Source: an optimization exercise on an open RTL-to-GDS flow (aim: small area). Production flows keep margins and buffers that such runs may drop. No activity file was given, so power comes from the tool's default toggle rates.

== job 3803 ==
==> flow/design.v (excerpt) <==
module systolic
#
(
    parameter   D_W  = 8,  
    parameter   D_W_ACC = 16,  
    parameter   N   = 8,
    parameter   M   = 16
)
(
    input   wire                                        clk,
    input   wire                                        rst,
    input   wire                                        enable_row_count_A,
    output  wire    [$clog2(M)-1:0]                     pixel_cntr_A,
    output  wire    [($clog2(M/N)?$clog2(M/N):1)-1:0]   slice_cntr_A,
    output  wire    [($clog2(M/N)?$clog2(M/N):1)-1:0]   pixel_cntr_B,
    output  wire    [$clog2(M)-1:0]                     slice_cntr_B,
    output  wire    [$clog2((M*M)/N)-1:0]               rd_addr_A,
    output  wire    [$clog2((M*M)/N)-1:0]               rd_addr_B,
    input   wire    [N*D_W-1:0]                         A,  
    input   wire    [N*D_W-1:0]                         B,  
    output  wire    [N*N*D_W_ACC-1:0]                   D,  
    output  wire    [N*N-1:0]                           valid_D  
);
Settings: LEC_CHECK=0, CAP_MARGIN=20, CORE_MARGIN=2, CORE_UTILIZATION=55, GPL_TIMING_DRIVEN=0, SLEW_MARGIN=20, SYNTH_HIERARCHICAL=1, SYNTH_MINIMUM_KEEP_SIZE=0; clock period 7.0 ns.
standard.sh (not shown) runs the stock make flow with config.mk's settings and CLKGATE_MAP_FILE= SYNTH_SCRIPT=/design/flow/synth_recipe.tcl, a recipe that flattens the netlist after the stock synthesis.
==> flow/flow/run.sh <==
#!/bin/bash
# Standard layout (the standard.sh) with these changes:
#  - the port buffers are made from the smallest buffer cell;
#  - the buffers synthesis leaves on the nets between processing elements
#    are removed at floorplan (placement here is not timing-driven, which is
#    where the standard flow would remove them);
#  - clock tree: larger sink clusters and no dummy loads.
set -e
export BUFFER_PORTS_ARGS="-buffer_cell sky130_fd_sc_hd__buf_1"
export REMOVE_ABC_BUFFERS=1
export CTS_ARGS="-sink_clustering_enable -repair_clock_nets -sink_clustering_size 25 -sink_clustering_max_diameter 120 -dont_use_dummy_load"
bash standard.sh > standard.log 2>&1
Job 3803 ended with every stage complete and zero timing, DRC or antenna violations.
Changes in job 2111 relative to job 3803:
--- a/flow/design.v
+++ b/flow/design.v
@@ -238,42 +238,44 @@
 fa us59 (.a(s57), .b(c52), .c(s58), .s(s59), .co(c59));
 wire s60, c60;
 fa us60 (.a(c53), .b(c54), .c(s59), .s(s60), .co(c60));
 wire s61, c61;
 fa us61 (.a(s60), .b(c55), .c(c56), .s(s61), .co(c61));
 wire s62, c62;
 fa us62 (.a(pp5_7), .b(pp6_6), .c(pp7_5), .s(s62), .co(c62));
 wire s63, c63;
 fa us63 (.a(accg[12]), .b(c57), .c(s62), .s(s63), .co(c63));
 wire s64, c64;
 fa us64 (.a(c58), .b(s63), .c(c59), .s(s64), .co(c64));
 wire s65, c65;
-fa us65 (.a(c60), .b(s64), .c(c61), .s(s65), .co(c65));
+ha us65 (.a(c60), .b(s64), .s(s65), .co(c65));
 wire s66, c66;
 fa us66 (.a(pp6_7), .b(pp7_6), .c(accg[13]), .s(s66), .co(c66));
 wire s67, c67;
 fa us67 (.a(c62), .b(s66), .c(c63), .s(s67), .co(c67));
 wire s68, c68;
-ha us68 (.a(s67), .b(c64), .s(s68), .co(c68));
+fa us68 (.a(s67), .b(c64), .c(c65), .s(s68), .co(c68));
 wire s69, c69;
 fa us69 (.a(pp7_7), .b(accg[14]), .c(c66), .s(s69), .co(c69));
 wire s70, c70;
 fa us70 (.a(s69), .b(c67), .c(c68), .s(s70), .co(c70));
 wire x71 = accg[15] ^ c69 ^ c70;
+wire q12, g12;
+ha uq12 (.a(s65), .b(c61), .s(q12), .co(g12));
 wire q13, g13;
-ha uq13 (.a(s68), .b(c65), .s(q13), .co(g13));
+ha uq13 (.a(s68), .b(g12), .s(q13), .co(g13));
 wire q14, g14;
 ha uq14 (.a(s70), .b(g13), .s(q14), .co(g14));
 wire q15 = x71 ^ g14;
-wire [15:0] nxt = {q15, q14, q13, s65, s61, s56, s50, s43, s35, s27, s20, s14, s9, s5, s2, s0};
+wire [15:0] nxt = {q15, q14, q13, q12, s61, s56, s50, s43, s35, s27, s20, s14, s9, s5, s2, s0};
 always @(posedge clk) begin
     clr <= clr_d;
     a_n <= in_a_n;
     b_n <= in_b_n;
     acc <= nxt;
 end
 endmodule
 module fa (input wire a, input wire b, input wire c, output wire s, output wire co);
 assign s  = a ^ b ^ c;
 assign co = (a & b) | (a & c) | (b & c);
 endmodule
 module ha (input wire a, input wire b, output wire s, output wire co);
Findings:
Job 2111 vs job 3803, critical path startpoint: g_row[2].g_col[7].pe_v.b_n[0]$_DFF_P_ vs g_row[0].g_col[7].pe_v.b_n[0]$_DFF_P_. Between job 3803 and job 2111, the difference in share of total power in the clock network is negligible. Status: number of clock-tree buffers in the layout parity (job 3803, job 2111). Summary: with job 3803 as the reference, wire length of the first global-routing pass in job 2111 moved up by a little under 10%. When job 2111 is set beside job 3803, its utilization turns out to be 0.21 points smaller. Job 2111 against job 3803: count of placed standard cells including taps now larger, number of resized instances in the post-cts repair step now smaller, wire length now larger, portion of the post-synthesis area used by sequential elements comparable. Lower cell area among job 3803 and job 2111: job 3803. Of job 3803 and job 2111, job 3803 shows the lower fraction of met1 tracks used by global routing, with job 2111 above it. Going from job 3803 to job 2111, post-route fraction of the period consumed by the critical path lost 1.0 points, clock buffer and inverter area fraction after layout held, instance count of the mapped netlist moved up.
No functional check of the RTL was part of any run of this note.

[port drivers added, routing unchanged]
Ports are ideal in the flow. The routed layouts listed here were re-timed in OpenROAD. Step 1 assumes that a clkbuf_16 drives the clock port and a buf_2 every other input. Step 2 adds t to the input delays and takes it off the output delays; t is the mean of the earliest and latest rising clock arrival at the registers after step 1. Input paths then give back, and output paths get back, about the clock's delay inside the block. Slacks: no drivers / after step 1 / after step 2; pairs: no drivers / after step 1.
run	t (ns)	slack for setup (ns)	hold WS [ns]
job 3803	0.985	0.132 / 0.132 / 0.132	0.441 / 0.441 / 0.441
job 2111	0.983	0.201 / 0.201 / 0.201	0.464 / 0.464 / 0.464
After both steps setup and hold are still met in every run listed.
